This design comes from an exercise in tuning for small area on the open sky130 flow, not from production work.
Only simulation tests tie the RTL to the original design; equivalence was not proved.
In every run shown here, the design's own scripts or RTL, not TritonCTS, make the clock network.
No driver is modelled on the clock port, so clock power and skew are understated where the tree is cut down; a real chip needs a root buffer or a tree.
Power figures rest on the tool's default switching activity, not on a simulated workload.

**design/flow/flow/run.sh**
```bash
#!/bin/bash
# Layout flow: the standard synthesis; its combinational logic mapped again
# for area (register cells kept as the standard synthesis made them, same
# names and cells); then the standard layout steps, with a hand-built clock
# tree, small port buffers and no oversized repair buffers.
set -euo pipefail
W=$(pwd)
R=$W/orfs/results/$FLOW_PLATFORM/main/base
LIB=$FLOW_HOME/platforms/$FLOW_PLATFORM/lib/sky130_fd_sc_hd__tt_025C_1v80.lib

bash standard.sh synth > $W/synth.log 2>&1

cp $R/1_2_yosys.v $W/synth_standard.v
DU=$(sed -n '/DONT_USE_CELLS += /,/^#/p' $FLOW_HOME/platforms/$FLOW_PLATFORM/config.mk \
     | grep -oE "sky130_fd_sc_hd__[a-z0-9_]+" | sed 's/^/-dont_use /' | tr '\n' ' ')
sed -e "s#@LIB@#$LIB#g" -e "s#@DU@#$DU#g" -e "s#@IN@#$W/synth_standard.v#g" \
    -e "s#@OUT@#$W/synth_remap.v#g" -e "s#@STAT@#$W/remap_stat.txt#g" \
    flow/remap.ys > $W/remap_run.ys
yosys -s $W/remap_run.ys > $W/remap.log 2>&1
cp $W/synth_remap.v $R/1_2_yosys.v

export PRE_CTS_TCL=$W/flow/cts_pre.tcl
export PRE_FLOORPLAN_TCL=$W/flow/dont_use.tcl
export PRE_GLOBAL_PLACE_TCL=$W/flow/dont_use.tcl
export PRE_RESIZE_TCL=$W/flow/dont_use.tcl
export PRE_GLOBAL_ROUTE_TCL=$W/flow/dont_use.tcl
export BUFFER_PORTS_ARGS="-buffer_cell sky130_fd_sc_hd__buf_1"
bash standard.sh > $W/layout.log 2>&1
```
**design/flow/flow/cts_pre.tcl**
```tcl
# Runs before ORFS's clock tree step: builds the clock tree by hand and makes
# the step's own tree builder (and its clock-inverter cloning) a no-op. The
# clock port drives one root inverter, which drives one leaf inverter per
# equal-sized group of registers (8 groups), so every register sees the
# clock inverted twice.
source [file join [file dirname [info script]] mcts.tcl]
mcts_build2 3 sky130_fd_sc_hd__inv_8 sky130_fd_sc_hd__inv_6
proc repair_clock_inverters {args} { puts "clock inverters left as built by cts_pre.tcl" }
proc clock_tree_synthesis {args} { puts "clock tree built by cts_pre.tcl" }
```
**design/flow/flow/dont_use.tcl**
```tcl
# Keep repair steps from using oversized buffers and inverters.
set_dont_use {sky130_fd_sc_hd__buf_16 sky130_fd_sc_hd__buf_12 sky130_fd_sc_hd__buf_8 sky130_fd_sc_hd__buf_6 sky130_fd_sc_hd__bufbuf_16 sky130_fd_sc_hd__bufbuf_8 sky130_fd_sc_hd__bufinv_16 sky130_fd_sc_hd__bufinv_8 sky130_fd_sc_hd__inv_16 sky130_fd_sc_hd__inv_12 sky130_fd_sc_hd__inv_8 sky130_fd_sc_hd__inv_6}
```
**design/flow/flow/mcts.tcl**
```tcl
# Manual clock tree helpers: a root cell driven by the clock port, and one
# leaf cell per equal-sized group of clock sinks, placed at the group's centre.

proc mcts_center {it} {
  set b [[$it getInst] getBBox]
  return [list [expr {([$b xMin] + [$b xMax]) / 2.0}] [expr {([$b yMin] + [$b yMax]) / 2.0}]]
}

proc mcts_add_buf {block master name innet x y} {
  set inst [odb::dbInst_create $block $master $name]
  set net [odb::dbNet_create $block "${name}_net"]
  $net setSigType CLOCK
  $inst setLocation [expr {int($x)}] [expr {int($y)}]
  $inst setPlacementStatus PLACED
  [$inst findITerm A] connect $innet
  set out [$inst findITerm X]
  if {$out == "NULL"} { set out [$inst findITerm Y] }
  $out connect $net
  return $net
}

# Split items (lists {x y payload}) into 2^levels groups of equal size by
# recursive median cuts along the wider side.
proc mcts_bisect {items levels} {
  if {$levels == 0 || [llength $items] < 2} { return [list $items] }
  set xs [lmap it $items {lindex $it 0}]; set ys [lmap it $items {lindex $it 1}]
  set w [expr {[tcl::mathfunc::max {*}$xs] - [tcl::mathfunc::min {*}$xs]}]
  set h [expr {[tcl::mathfunc::max {*}$ys] - [tcl::mathfunc::min {*}$ys]}]
  set key [expr {$w >= $h ? 0 : 1}]
  set sorted [lsort -real -index $key $items]
  set half [expr {[llength $sorted] / 2}]
  return [concat [mcts_bisect [lrange $sorted 0 [expr {$half - 1}]] [expr {$levels - 1}]] \
                 [mcts_bisect [lrange $sorted $half end] [expr {$levels - 1}]]]
}

proc mcts_mean {items} {
  set sx 0.0; set sy 0.0
  foreach it $items { set sx [expr {$sx + [lindex $it 0]}]; set sy [expr {$sy + [lindex $it 1]}] }
  return [list [expr {$sx / [llength $items]}] [expr {$sy / [llength $items]}]]
}

# levels: leaf groups = 2^levels; the clock port drives one root buffer that
# drives the leaf buffers.
proc mcts_build2 {levels leafbuf rootbuf} {
  set block [ord::get_db_block]
  set db [ord::get_db]
  set clknet [$block findNet clk]
  set items {}
  foreach it [$clknet getITerms] {
    if {[[[$it getInst] getMaster] isSequential]} {
      lassign [mcts_center $it] x y
      lappend items [list $x $y $it]
    }
  }
  set groups [mcts_bisect $items $levels]
  lassign [mcts_mean $items] mx my
  set leaves {}
  foreach g $groups { lappend leaves [mcts_mean $g] }
  lassign [mcts_mean [lmap l $leaves {list {*}$l 0}]] rx ry
  set rnet [mcts_add_buf $block [$db findMaster $rootbuf] "mcts_root" $clknet $rx $ry]
  set k 0
  foreach g $groups l $leaves {
    set net [mcts_add_buf $block [$db findMaster $leafbuf] "mcts_leaf_$k" $rnet {*}$l]
    foreach item $g { set it [lindex $item 2]; $it disconnect; $it connect $net }
    incr k
  }
  puts "mcts: [llength $items] sinks, $k leaf buffers"
}
```
**design/flow/flow/remap.ys**
```
# Map the standard synthesis's combinational cells again, for area. Register
# cells (and tie cells) stay black boxes, so they keep their names and cells.
read_liberty -ignore_miss_func @LIB@
blackbox sky130_fd_sc_hd__df* sky130_fd_sc_hd__edf* sky130_fd_sc_hd__sdf* sky130_fd_sc_hd__sedf* sky130_fd_sc_hd__dl* sky130_fd_sc_hd__conb_1
read_verilog @IN@
hierarchy -top main
rename -hide c:_*
flatten
hierarchy -top main
opt -purge
abc -liberty @LIB@ -script +strash;dch,-f,-C,10000;amap,-F,20,-A,100 @DU@
opt_clean -purge
tee -o @STAT@ stat -liberty @LIB@
write_verilog -noattr @OUT@
```
**design/flow/standard.sh**
```bash
#!/bin/bash
# synth_recipe.tcl (not shown) runs the flow's synth.tcl, then flattens the netlist and writes it again
# the make line also repeats each setting of config.mk as NAME=value (left out here)
make -C /OpenROAD-flow-scripts/flow DESIGN_CONFIG=/design/flow/config.mk WORK_HOME=/design/flow/orfs CLKGATE_MAP_FILE= SYNTH_SCRIPT=/design/flow/synth_recipe.tcl "${@:-finish}"
```
**design/flow/config.mk**
```make
export PLATFORM = sky130hd
export DESIGN_NAME = main
export DESIGN_NICKNAME = main
export VERILOG_FILES = /design/flow/design.v
export SDC_FILE = /design/flow/constraint.sdc
export NUM_CORES = 4
export LEC_CHECK = 0
export CAP_MARGIN = 20
export CORE_MARGIN = 2
export CORE_UTILIZATION = 80
export GPL_TIMING_DRIVEN = 0
export SLEW_MARGIN = 20
```
**design/flow/constraint.sdc**
```tcl
create_clock -name core_clock -period 6.0 [get_ports {clk}]
set_input_delay 1.2000 -clock core_clock [delete_from_list [all_inputs] [get_ports {clk}]]
set_output_delay 1.2000 -clock core_clock [all_outputs]
set_load 0.01 [all_outputs]
```
**design/flow/design.v**
```verilog
module main (
    input  clk,
    input  rst,
    input  rx,
    output tx,
    output busy
);
    reg        mode;       
    reg  [4:0] cnt;        
    reg  [3:0] k;          
    reg        txr;        
    reg  [1:0] ph;         
    reg        pend;       
    reg  [7:0] r;          
    reg  [7:0] f0 [0:3];   
    reg  [7:0] f1 [0:3];
    reg  [7:0] f2 [0:3];
    reg  [7:0] f3 [0:3];   
    assign tx   = txr;
    assign busy = mode;
    wire last   = (k == 4'd15);
    wire c19    = (cnt == 5'd19);
    wire sample = !mode && cnt[0] && cnt != 5'd1 && !c19;
    wire commit = !mode && c19 && rx;
    wire shreq  = mode ? (cnt == 5'd18) : ((commit && !last) || pend);
    wire shift  = shreq && ph == 2'd0;
    wire [7:0] a_op = ph[1] ? f1[0] : f3[0];      
    wire [7:0] b_op = {f3[2][7], f1[2][6], f3[2][5], f1[2][4],
                       f3[2][3], f1[2][2], f3[2][1], f1[2][0]};
    wire       bj   = !cnt[4] && !cnt[3] && b_op[cnt[2:0]];
    wire [8:0] sum  = {1'b0, r} + (bj ? {1'b0, a_op} : 9'd0);
    wire       bitend = !ph[0];                   
    wire       dstep  = mode && bitend && !cnt[4];    
    integer m;
    always @(posedge clk) begin
        if (sample) r <= {rx, r[7:1]};
        else if (mode && c19) r <= 8'd0;
        else if (dstep) r <= sum[8:1];
        for (m = 0; m < 4; m = m + 1) begin
            f0[m] <= shift ? (m == 3 ? r : f3[m+1]) : f3[m];
            f1[m] <= f0[m];
            f2[m] <= f1[m];
            f3[m] <= f2[m];
        end
    end
    always @(posedge clk or posedge rst) begin
        if (rst) begin
            ph   <= 2'd0;
            pend <= 1'b0;
        end else begin
            ph   <= shift ? 2'd0 : ph + 2'd1;
            pend <= !mode && ((commit && !last) || pend) && !shift;
        end
    end
    always @(posedge clk or posedge rst) begin
        if (rst) begin
            mode <= 1'b0;
            cnt  <= 5'd0;
            k    <= 4'd0;
            txr  <= 1'b1;
        end else if (!mode) begin
            if ((cnt == 5'd0 && rx) || (cnt == 5'd1 && rx) || c19)
                cnt <= 5'd0;                        
            else
                cnt <= cnt + 5'd1;
            if (commit) begin
                k <= k + 4'd1;
                if (last) begin
                    mode <= 1'b1;                   
                    cnt  <= 5'd18;
                    k    <= 4'd8;                   
                end
            end
        end else begin
            if (c19) begin
                cnt <= 5'd0;                        
                txr <= 1'b0;
            end else if (cnt == 5'd18 ? shift : bitend) begin
                cnt <= cnt + 5'd1;
            end
            if (dstep) txr <= sum[0];
            if (bitend && cnt == 5'd16) txr <= 1'b1;    
            if (bitend && cnt == 5'd17) begin
                k <= k + 4'd1;                      
                if (last) begin
                    mode <= 1'b0;
                    cnt  <= 5'd0;
                end
            end
        end
    end
endmodule
```
==> results of run 1 <==
sequential cells by signal, indices dropped and copies added, names as in the netlist:
signal,flops
cnt,5
f0,32
f1,32
f2,32
f3,32
k,4
mode,1
pend,1
ph,2
r,8
txr,1
per-layer routing:
layer | vias up | track usage
li1 | 1244 | -
met1 | 1274 | 0.366
met2 | 165 | 0.520
met4 | 0 | 0.124
met3 | 35 | 0.0329
met5 | - | 0
worst min path at each step:
stage	startpoint	endpoint	slack [ns]
floorplan	f0[0][0]	f1[0][0]	0.31
global placement	f2[1][6]	f3[1][6]	0.31
detailed placement	f0[2][6]	f1[2][6]	0.31
CTS	f0[2][6]	f1[2][6]	0.31
global route	f2[0][0]	f3[0][0]	0.34
finish	f0[2][6]	f1[2][6]	0.32
report_power, final:
group | leakage [µW] | internal [µW] | switching [µW]
sequential | 0.00127 | 1000 | 0
clock | 0.0000529 | 50.8 | 325
combinational | 0.000365 | 0.417 | 2.56
total | 0.00169 | 1060 | 328
stage by stage:
stage | setup WS (ns) | power (µW)
final | 1.74 | 1380
after global placement | 0.238 | 1030
after detailed placement | 1.59 | 1030
after floorplan | 2.01 | 1030
after global routing | 1.34 | 1410
after CTS | 1.48 | 1330
critical path, stage by stage, from the launching register on:
cell and delay (ns):
dfrtp_1 0.46, clkinv_1 0.18, nor2_1 0.38, a222oi_1 0.15, a32o_1 0.29, nor3_2 0.53
o221ai_1 0.29, a21oi_1 0.23, and3_1 0.22, nor2_1 0.07, o22ai_1 0.22, a21oi_1 0.13
nor2_1 0.19, nor4_1 0.08, a211oi_1 0.33, nand2_1 0.08, o21ai_0 0.09, o22ai_1 0.08
cells in the final DEF, fill, tap and decap left out, drive strengths merged, types with 2 or more instances in the layout:
cell,count
buf,5
a21oi,21
o22a,25
dfrtp,13
o21ai,16
nand4,2
nand2,14
and3,2
nor3,6
o22ai,9
a222oi,2
edfxtp,8
nand3,3
o31ai,2
dfxtp,128
o221ai,8
a21o,2
a31oi,2
clkinv,22
inv,10
and2,2
nor2,36
area by class of cell:
class                      count  area [µm²]
timing repair buffer           5        22.5
multi-input combinational    167         995
inverter                      32         185
sequential                   150        3150
fill                         243         663
tap                           70        87.6
==> summary.md, run 1 <==
| Metric | Value |
|---|---|
| Status | `no timing/DRC/antenna violations` |
| Reg-to-reg critical path endpoint | `r[6]` |
| Worst-Skew Late Latency | `0.25 ns` |
| Max Fclk | `235 MHz` |
| Worst min-delay path category | `register to register` |
| Placed Cells | `415` |
| Core ar. | `5110 µm²` |
| Worst r2r src | `cnt[0]` |
| Share of post-route cells with drive strength above 1 | `0.0395` |
| Slew HR | `0.526` |
| Fin cells | `424` |
| Die X | `76.7 µm` |
| HPWL after detailed placement | `5440 µm` |
| Area growth, synth to finish | `5.15%` |
| Leakage Power | `0.00169 µW` |
| CP Data Arrival Time | `4.26 ns` |
| Grt ovf | `0` |
| DRT Pass-1 Iters | `5` |
| Worst-Margin Slew | `0.711 ns` |
| Mapped Area | `4230 µm²` |
| PwrDens | `311 nW/µm²` |
| Metal3 WL | `564 µm` |
| CTS resizes | `0` |
| Final Max Tran Viols | `0` |
| DIE AREA | `5880 µm²` |
| RSZ-0062 raised after global routing | `false` |
| Initial Util | `0.828` |
| Die Height | `76.7 µm` |
| Nets | `359` |
| Total of max-cap violations | `0` |
| Warnings from Yosys | `5` |
| M1 WL | `3230 µm` |
| CP Capture Point | `r[6]` |
| Tcrit/Tclk final | `0.710` |
| Reg2Reg Setup Slack | `1.74 ns` |
| Final wirelength | `8420 µm` |
| CP Max Fanout | `8` |
| Synthesized netlist cell count | `340` |
| Hold slack | `0.321 ns` |
| Worst path required time | `6.01 ns` |
| Syn Area/Cell | `12.4 µm²` |
| DRC errors left | `0` |
| Highest Signal Layer | `met4` |
| Worst Hold Depth | `0` |
| Number of global-route vias before repair | `2736` |
| Via count | `2718` |
| Hold buffer count at cts | `0` |
| Initial antenna violation count | `0` |
| IR Drop Worst-Case VDD | `0.277 mV` |
| Io pins | `5` |
| Syn Nets | `343` |
| Final hold viol count | `0` |
| Port Buffers | `4` |
| Minimum clock period after layout | `4.26 ns` |
| R2R depth | `17` |
| Crit. End Element | `register` |
| Routability Congestion | `0.979` |
| Post-DP Area | `4340 µm²` |
| Worst setup SP type | `register` |
| TNS Setup | `0 ns` |
| Clock Pin Slew Worst Setup and Hold Paths | `0.10 ns` |
| Design Area, Final | `4440 µm²` |
| DR iter-0 viols | `280` |
| Largest net degree at the start of global routing | `41` |
| Detail Route met2 WL | `4300 µm` |
| Row count | `26` |
| Vias per inst | `6.41` |
| Antenna violation net count after detailed routing | `0` |
| Tot GR Track Use | `0.293` |
| Post-layout util | `0.870` |
| DR WL/cell | `19.9 µm` |
| Clock skew | `0.0186 ns` |
| CP startpoint | `cnt[0]` |
| # diodes | `0` |
| Final setup violation count | `0` |
| Post-CTS Repair Setup Buffers | `0` |
| Worst Setup Path Type | `register to register` |
| Global-route wire length before repair | `13600 µm` |
==> run 2, diff against run 1 <==
--- a/design/flow/flow/remap.ys
+++ b/design/flow/flow/remap.ys
@@ -8,7 +8,7 @@
 flatten
 hierarchy -top main
 opt -purge
-abc -liberty @LIB@ -script +strash;dch,-f,-C,10000;amap,-F,20,-A,100 @DU@
+abc -liberty @LIB@ -script +strash;&get,-n;&deepsyn,-T,300;&put;dch,-f,-C,10000;amap,-F,20,-A,100 @DU@
 opt_clean -purge
 tee -o @STAT@ stat -liberty @LIB@
 write_verilog -noattr @OUT@
--- a/design/flow/config.mk
+++ b/design/flow/config.mk
@@ -7,6 +7,6 @@
 export LEC_CHECK = 0
 export CAP_MARGIN = 20
 export CORE_MARGIN = 2
-export CORE_UTILIZATION = 80
+export CORE_UTILIZATION = 85
 export GPL_TIMING_DRIVEN = 0
 export SLEW_MARGIN = 20
==> run 2 against run 1 <==
Cell count is 2.8% lower; cell area decreased by 1.3%; first-iteration DRC count fell by 21%; register-to-register slack lost 1.1 ns; sequential power is essentially flat; wire length rose by 7.2%; worst hold slack better by 0.0093 ns; power rose by 0.28%; synthesized cell count down 2.9%; global-route usage grew 5.8 points; critical path type unchanged; critical endpoint unchanged; largest cell class unchanged.
==> summary.md, run 2 <==
| Metric | Value |
|---|---|
| Vias per inst | `6.44` |
| TNS Setup | `0 ns` |
| Grt ovf | `0` |
| Leakage Power | `0.00167 µW` |
| Syn Nets | `333` |
| # diodes | `0` |
| Metal3 WL | `539 µm` |
| Largest net degree at the start of global routing | `30` |
| CP startpoint | `cnt[1]` |
| Share of post-route cells with drive strength above 1 | `0.0377` |
| DRC errors left | `0` |
| Worst min-delay path category | `register to register` |
| CP Data Arrival Time | `5.33 ns` |
| Final wirelength | `9030 µm` |
| Multi-input logic area | `935 µm²` |
| Most frequent cells in the layout | `dfxtp_1 (128), nor2_1 (32), o22a_1 (29)` |
| Worst-Margin Slew | `1.05 ns` |
| Port Buffers | `4` |
| Worst r2r src | `cnt[1]` |
| Die X | `74.0 µm` |
| CP Max Fanout | `8` |
| Fillers | `123` |
| Syn Area/Cell | `12.6 µm²` |
| Register area | `3150 µm²` |
| Worst-Skew Late Latency | `0.24 ns` |
| Hold buffer count at cts | `0` |
| Area growth, synth to finish | `5.16%` |
| Commonest non-fill, non-tap cell in the layout | `dfxtp_1` |
| Highest Signal Layer | `met4` |
| Worst Setup Path Type | `register to register` |
| DRT Pass-1 Iters | `5` |
| Row count | `25` |
| Min-delay src | `f0[0][7]` |
| Synthesized netlist cell count | `330` |
| Detail Route met2 WL | `4660 µm` |
| Initial antenna violation count | `0` |
| Routability Congestion | `0.935` |
| RSZ-0062 raised after global routing | `false` |
| Clock skew | `0.0130 ns` |
| Final setup violation count | `0` |
| Antenna violation net count after detailed routing | `0` |
| Die Height | `74.0 µm` |
| Minimum clock period after layout | `5.33 ns` |
| Max Fclk | `187 MHz` |
| Final hold viol count | `0` |
| Final Max Tran Viols | `0` |
| Warnings from Yosys | `5` |
| Io pins | `5` |
| HPWL after detailed placement | `5770 µm` |
| Number of global-route vias before repair | `2706` |
| Mapped Area | `4170 µm²` |
| Hold slack | `0.331 ns` |
| CTS resizes | `0` |
| Initial Util | `0.883` |
| Tcrit/Tclk final | `0.889` |
| Status | `no timing/DRC/antenna violations` |
| IR Drop Worst-Case VDD | `0.305 mV` |
| Slew HR | `0.298` |
| Nets | `350` |
| DR iter-0 viols | `222` |
| Clock Pin Slew Worst Setup and Hold Paths | `0.10 ns` |
| Worst setup SP type | `register` |
| Worst path required time | `6.00 ns` |
| Global-route wire length before repair | `14300 µm` |
| Tot GR Track Use | `0.351` |
| DR WL/cell | `21.9 µm` |
| PwrDens | `316 nW/µm²` |
| Crit. End Element | `register` |
| DIE AREA | `5480 µm²` |
| M1 WL | `3390 µm` |
| Core ar. | `4720 µm²` |
| Via count | `2655` |
| Post-CTS Repair Setup Buffers | `0` |
| Total of max-cap violations | `0` |
run 2: critical path, stage by stage, from the launching register on:
cell and delay, ns:
dfrtp_1 0.53, clkinv_1 0.19, nor2_1 0.23, nand2_1 0.16
nand3_1 0.15, nor2_1 0.09, nor3_1 0.87, o21ai_0 0.32
o21bai_1 0.32, nor2_1 0.22, a21oi_1 0.10, a21oi_1 0.34
nor2_1 0.09, a21oi_1 0.22, or2_0 0.20, o21ai_0 0.22
o22ai_1 0.35, and2_0 0.26, nor2_1 0.07, nor2_1 0.09
a21oi_1 0.06
run 2: final timing paths:
path	endpoint	slack (ns)	cells past startpoint
max in group asynchronous	txr	4.80	2
min in group asynchronous	cnt[2]	0.89	2
hold / removal	f1[0][7]	0.33	0
hold reg to reg	f1[0][7]	0.33	0
setup reg to reg	r[6]	0.67	20
setup / recovery	r[6]	0.67	20
run 2: metal layers:
metal / track usage / up-vias
met1: 0.414 / 1302
li1: - / 1190
met2: 0.648 / 124
met3: 0.0434 / 39
met5: 0 / -
met4: 0.143 / 0
run 2: final cells by class:
class,count,area share
multi-input cells,157,0.213
repair buffers,6,0.00628
inverters,32,0.0422
well taps,67,0.0191
flip-flops and latches,150,0.719
run 2: power by group:
group          switching (µW)  internal, µW  leakage, µW
sequential                  0          1000      0.00126
combinational            2.44         0.361     0.000353
clock                     329          50.9    0.0000529
total                     332          1060      0.00167
run 2: per-stage QoR:
stage | setup slack, ns | power [µW] | instance area (µm²) | cells | util
6_report | 0.666 | 1390 | 4390 | 412 | 0.928
5_1_grt | 0.296 | 1410 | 4390 | 412 | 0.928
4_1_cts | 0.917 | 1330 | 4390 | 412 | 0.928
3_5_place_dp | 1.24 | 1030 | 4290 | 403 | 0.908
3_3_place_gp | -1.24 | 1030 | 4270 | 401 | 0.904
2_1_floorplan | 0.664 | 1030 | 4170 | 330 | -
==> run 3, diff against run 2 <==
--- a/design/flow/flow/remap.ys
+++ b/design/flow/flow/remap.ys
@@ -8,7 +8,7 @@
 flatten
 hierarchy -top main
 opt -purge
-abc -liberty @LIB@ -script +strash;&get,-n;&deepsyn,-T,300;&put;dch,-f,-C,10000;amap,-F,20,-A,100 @DU@
+abc -liberty @LIB@ -script +strash;&get,-n;&deepsyn,-T,150;&put;dch,-f,-C,10000;amap,-F,20,-A,100 @DU@
 opt_clean -purge
 tee -o @STAT@ stat -liberty @LIB@
 write_verilog -noattr @OUT@
--- a/design/flow/config.mk
+++ b/design/flow/config.mk
@@ -7,6 +7,6 @@
 export LEC_CHECK = 0
 export CAP_MARGIN = 20
 export CORE_MARGIN = 2
-export CORE_UTILIZATION = 85
+export CORE_UTILIZATION = 80
 export GPL_TIMING_DRIVEN = 0
 export SLEW_MARGIN = 20
==> run 3 against run 2 <==
Cell count shrank 0.24%; die area grew 5.2%; setup slack lost 0.17 ns; largest cell class unchanged; clock power shrank 2%; worst hold slack lost 0.0051 ns; power shrank 0.55%; register-to-register slack lost 0.17 ns; still clean; core utilization shrank 6.3 points; flip-flop and latch count is the same; critical path depth grew 8; synthesized cell count shrank 0.91%.
==> summary.md, run 3 <==
| Metric | Value |
|---|---|
| Mapped Area | `4140 µm²` |
| IR Drop Worst-Case VDD | `0.292 mV` |
| Final Max Tran Viols | `0` |
| Worst setup SP type | `register` |
| Minimum clock period after layout | `5.50 ns` |
| Largest net degree at the start of global routing | `36` |
| Number of global-route vias before repair | `2478` |
| Clock Pin Slew Worst Setup and Hold Paths | `0.10 ns` |
| Warnings from Yosys | `5` |
| Synthesized netlist cell count | `327` |
| Status | `no timing/DRC/antenna violations` |
| Crit. End Element | `register` |
| Core ar. | `5040 µm²` |
| DR WL/cell | `18.7 µm` |
| Worst Setup Path Type | `register to register` |
| Syn Nets | `330` |
| Initial antenna violation count | `0` |
| Max Fclk | `182 MHz` |
| # diodes | `0` |
| Slew HR | `0.347` |
| CTS resizes | `0` |
| Port Buffers | `4` |
| Nets | `346` |
| Placed Cells | `402` |
| Syn Area/Cell | `12.7 µm²` |
| Fillers | `236` |
| Tcrit/Tclk final | `0.917` |
| DR iter-0 viols | `150` |
| Commonest non-fill, non-tap cell in the layout | `dfxtp_1` |
| Register area | `3150 µm²` |
| Crit path largest cell delay | `0.73 ns` |
| Leakage Power | `0.00166 µW` |
| DIE AREA | `5770 µm²` |
| Design Area, Final | `4370 µm²` |
| Total of max-cap violations | `0` |
| Die Height | `75.9 µm` |
| Grt ovf | `0` |
| Worst-Skew Late Latency | `0.24 ns` |
| DRT Pass-1 Iters | `4` |
| Crit path max-delay cell type | `a2111oi_1` |
| Final setup violation count | `0` |
| Row count | `26` |
| Post-DP Area | `4270 µm²` |
| Most frequent CP cell | `nor2_1` |
| HPWL after detailed placement | `5180 µm` |
| Post-CTS Repair Setup Buffers | `0` |
| RSZ-0062 raised after global routing | `false` |
| CP Data Arrival Time | `5.48 ns` |
| DRC errors left | `0` |
| Hold slack | `0.326 ns` |
| Share of post-route cells with drive strength above 1 | `0.0352` |
| Final wirelength | `7680 µm` |
| Fin cells | `411` |
| Worst-Margin Slew | `0.974 ns` |
| Area growth, synth to finish | `5.44%` |
| Multi-input logic area | `931 µm²` |
| Routability Congestion | `0.850` |
| Clock skew | `0.0103 ns` |
| Via count | `2530` |
| Initial Util | `0.821` |
| PwrDens | `316 nW/µm²` |
| Global-route wire length before repair | `12400 µm` |
| Tot GR Track Use | `0.268` |
| Io pins | `5` |
| Antenna violation net count after detailed routing | `0` |
| Vias per inst | `6.16` |
| Die X | `75.9 µm` |
| TNS Setup | `0 ns` |
| Hold buffer count at cts | `0` |
| Worst min-delay path category | `register to register` |
| Worst path required time | `5.98 ns` |
| CP Max Fanout | `10` |
| Most frequent cells in the layout | `dfxtp_1 (128), nor2_1 (37), o22a_1 (28)` |
| Final hold viol count | `0` |
run 3: power by group:
| group | internal [µW] | total [µW] | switching (µW) |
|---|---|---|---|
| combinational | 0.357 | 2.67 | 2.31 |
| clock | 50.8 | 373 | 322 |
| sequential | 1000 | 1000 | 0 |
run 3: per-layer routing:
metal	vias to the layer above	track usage	wire length (µm)	part of all wire
li1	1180	-	-	-
met1	1225	0.356	3240	0.42
met2	98	0.454	3690	0.48
met3	27	0.0405	478	0.062
met4	0	0.0945	274	0.036
met5	-	0	0	0
run 3: worst max-delay path, delay by kind of cell, from the launching register on:
family / cells / cell delay [ns]
AO/OA/AOI/OAI: 11 / 2.60
AND/OR/NAND/NOR: 16 / 2.06
flip-flops: 1 / 0.50
buffers and inverters: 1 / 0.10
run 3: stage by stage:
step / worst slack [ns] / total power (µW) / util
after floorplan: 1.61 / 1030 / -
after global placement: 0.179 / 1030 / 0.841
after detailed placement: 0.460 / 1030 / 0.846
after CTS: 0.435 / 1330 / 0.866
after global routing: 0.0404 / 1420 / 0.866
final: 0.495 / 1380 / 0.866
run 3: layout make-up:
type | count | area share
Inverter | 28 | 0.0390
Timing Repair Buffer | 5 | 0.00516
Multi-Input combinational cell | 158 | 0.213
Sequential cell | 150 | 0.723
Tap cell | 70 | 0.0201
run 3: path summary, 6_finish.rpt:
kind,from,to,slack (ns),depth (start not counted)
worst max register to register,cnt[1],r[6],0.50,28
max in group asynchronous,rst,txr,4.81,2
worst min register to register,f2[2][3],f3[2][3],0.33,0
min in group asynchronous,rst,cnt[2],0.88,2
worst max-delay path,cnt[1],r[6],0.50,28
worst min-delay path,f2[2][3],f3[2][3],0.33,0
==> run 4, diff against run 3 <==
--- a/design/flow/flow/cts_pre.tcl
+++ b/design/flow/flow/cts_pre.tcl
@@ -4,6 +4,6 @@
 # equal-sized group of registers (8 groups), so every register sees the
 # clock inverted twice.
 source [file join [file dirname [info script]] mcts.tcl]
-mcts_build2 3 sky130_fd_sc_hd__inv_8 sky130_fd_sc_hd__inv_6
+mcts_build2 3 sky130_fd_sc_hd__inv_6 sky130_fd_sc_hd__inv_8
 proc repair_clock_inverters {args} { puts "clock inverters left as built by cts_pre.tcl" }
 proc clock_tree_synthesis {args} { puts "clock tree built by cts_pre.tcl" }
==> run 4 against run 3 <==
Still clean; clock skew grew 0.0030 ns; cell count is the same; flip-flop and latch count is the same; critical endpoint unchanged; highest routed layer unchanged.
==> summary.md, run 4 <==
| Metric | Value |
|---|---|
| Most frequent cells in the layout | `dfxtp_1 (128), nor2_1 (37), o22a_1 (28)` |
| Via count | `2552` |
| TNS Setup | `0 ns` |
| Core ar. | `5040 µm²` |
| DRC errors left | `0` |
| Mapped Area | `4140 µm²` |
| Die Height | `75.9 µm` |
| Routability Congestion | `0.850` |
| Row count | `26` |
| Crit. End Element | `register` |
| Clock skew | `0.0132 ns` |
| DIE AREA | `5770 µm²` |
| Die X | `75.9 µm` |
| Initial Util | `0.821` |
| Syn Area/Cell | `12.7 µm²` |
| Global-route wire length before repair | `12100 µm` |
| Grt ovf | `0` |
| Tot GR Track Use | `0.260` |
| Leakage Power | `0.00165 µW` |
| Worst min-delay path category | `register to register` |
| Port Buffers | `4` |
| Synthesized netlist cell count | `327` |
| Antenna violation net count after detailed routing | `0` |
| CP delay by family, top | `compound AO/OA/AOI/OAI gates` |
| Commonest non-fill, non-tap cell in the layout | `dfxtp_1` |
| Warnings from Yosys | `5` |
| CP Data Arrival Time | `5.51 ns` |
| Io pins | `5` |
| Worst Setup Path Type | `register to register` |
| Max Fclk | `182 MHz` |
| Final Max Tran Viols | `0` |
| Hold buffer count at cts | `0` |
| Total of max-cap violations | `0` |
| Final setup violation count | `0` |
| Number of global-route vias before repair | `2495` |
| Worst setup SP type | `register` |
| Worst-Margin Slew | `0.962 ns` |
| DR iter-0 viols | `178` |
| IR Drop Worst-Case VDD | `0.323 mV` |
| Slew HR | `0.355` |
| Tcrit/Tclk final | `0.914` |
| Fillers | `238` |
| Most frequent CP cell | `nor2_1` |
| DRT Pass-1 Iters | `5` |
| Status | `no timing/DRC/antenna violations` |
| DR WL/cell | `18.3 µm` |
| RSZ-0062 raised after global routing | `false` |
| Final wirelength | `7520 µm` |
| Nets | `346` |
| CP Max Fanout | `10` |
| Crit path max-delay cell type | `a2111oi_1` |
| Initial antenna violation count | `0` |
| CP Buf/Inv Count | `1` |
| # diodes | `0` |
| Worst path required time | `6.03 ns` |
| Vias per inst | `6.21` |
| PwrDens | `310 nW/µm²` |
| Largest net degree at the start of global routing | `36` |
| Syn Nets | `330` |
| Minimum clock period after layout | `5.48 ns` |
| Hold slack | `0.328 ns` |
| Share of post-route cells with drive strength above 1 | `0.0352` |
| Worst-Skew Late Latency | `0.20 ns` |
| Crit path largest cell delay | `0.70 ns` |
| Final hold viol count | `0` |
| Clock Pin Slew Worst Setup and Hold Paths | `0.12 ns` |
| Area growth, synth to finish | `5.02%` |
| HPWL after detailed placement | `5180 µm` |
## run 4: cell types whose count changed in the layout (fill, tap and decap cells not counted)
cell,previous run,this run
inv_8,8,1
inv_6,1,8
## run 4: cell type report
class	instances	area, µm²	share of cell area
inverter	28	153	0.0351
multi-input combinational	158	931	0.214
sequential	150	3150	0.725
tap	70	87.6	0.0201
timing repair buffer	5	22.5	0.00518
## run 4: what timing repair did
| item | 4_1_cts | 5_1_grt |
|---|---|---|
| gates resized for setup | 0 | 1 |
| setup endpoints to repair | 0 | 1 |
| setup buffers | 0 | 0 |
## run 4: worst paths after layout
check                      slack [ns]      from  cells after the start        to
max                              0.52    cnt[1]                     27      r[6]
min                              0.33  f1[1][1]                      0  f2[1][1]
max reg2reg                      0.52    cnt[1]                     27      r[6]
min reg2reg                      0.33  f1[1][1]                      0  f2[1][1]
max in group asynchronous        4.78       rst                      2       txr
min in group asynchronous        0.92       rst                      2     ph[1]
## run 4: report_power, final
| part | leakage [µW] | internal (µW) | switching, µW |
|---|---|---|---|
| clock network | 0.0000423 | 42.0 | 301 |
| registers | 0.00128 | 1000 | 0 |
| logic | 0.000329 | 0.357 | 2.35 |
| total | 0.00165 | 1050 | 303 |
## run 4: routing by layer
metal / vias up / track usage / wire length, µm
li1: 1181 / - / -
met1: 1243 / 0.340 / 3090
met2: 105 / 0.442 / 3690
met3: 23 / 0.0440 / 476
met4: 0 / 0.0982 / 259
met5: - / 0 / 0
## run 4: worst register-to-register path, cell delays in order, from the launching register on
cell	delay, ns
dfrtp_1	0.52
clkinv_1	0.11
nand2_1	0.11
o21ai_0	0.21
a31oi_1	0.07
a2111oi_1	0.70
o221a_1	0.34
nand2_1	0.09
nor2_1	0.15
nor2_1	0.07
nor3_1	0.23
nor2_1	0.13
nor2_1	0.16
a21oi_1	0.09
a211oi_1	0.36
a32o_1	0.22
nor2b_1	0.24
nor2_1	0.11
and2_0	0.21
nor2_1	0.15
nor2_1	0.08
a21oi_1	0.19
and2_0	0.19
nor2_1	0.07
o21a_1	0.12
nor2_1	0.15
a21oi_1	0.07
a31oi_1	0.19
## run 4: per-stage QoR
step                utilization  setup WS (ns)  instance area (µm²)  std cells  power, µW
floorplan                     -           1.61                 4140        327       1030
global placement          0.841          0.179                 4240        401       1030
detailed placement        0.846          0.460                 4270        402       1030
CTS                       0.862          0.412                 4350        411       1290
global route              0.862         0.0338                 4350        411       1390
finish                    0.862          0.516                 4350        411       1350

-- afterwards: timing with drivers on the ports --
The results above use ideal ports. As a check the final layouts listed here were re-extracted and re-timed, cells and wires unchanged. Step 1: set_driving_cell puts a clkbuf_16 on clk and a buf_2 on each other input, an assumption about the parent block. Step 2 moves the port delays by t, midway between the first and last clock arrival at a register: inputs arrive t later, outputs are due t later. That takes back most of the time a late clock gives input paths. Three values: ideal, step 1, step 2; two values: the first two.
run	t (ns)	slack for setup (ns)	hold WS [ns]	clock arrival spread, ns
run 1	0.281	1.742 / 1.742 / 1.742	0.321 / 0.321 / 0.321	0.019 / 0.019
run 2	0.281	0.666 / 0.666 / 0.666	0.331 / 0.331 / 0.331	0.013 / 0.013
run 3	0.276	0.495 / 0.495 / 0.495	0.326 / 0.326 / 0.326	0.011 / 0.011
run 4	0.238	0.516 / 0.516 / 0.516	0.328 / 0.328 / 0.328	0.013 / 0.014
After both steps every run listed still meets setup and hold.
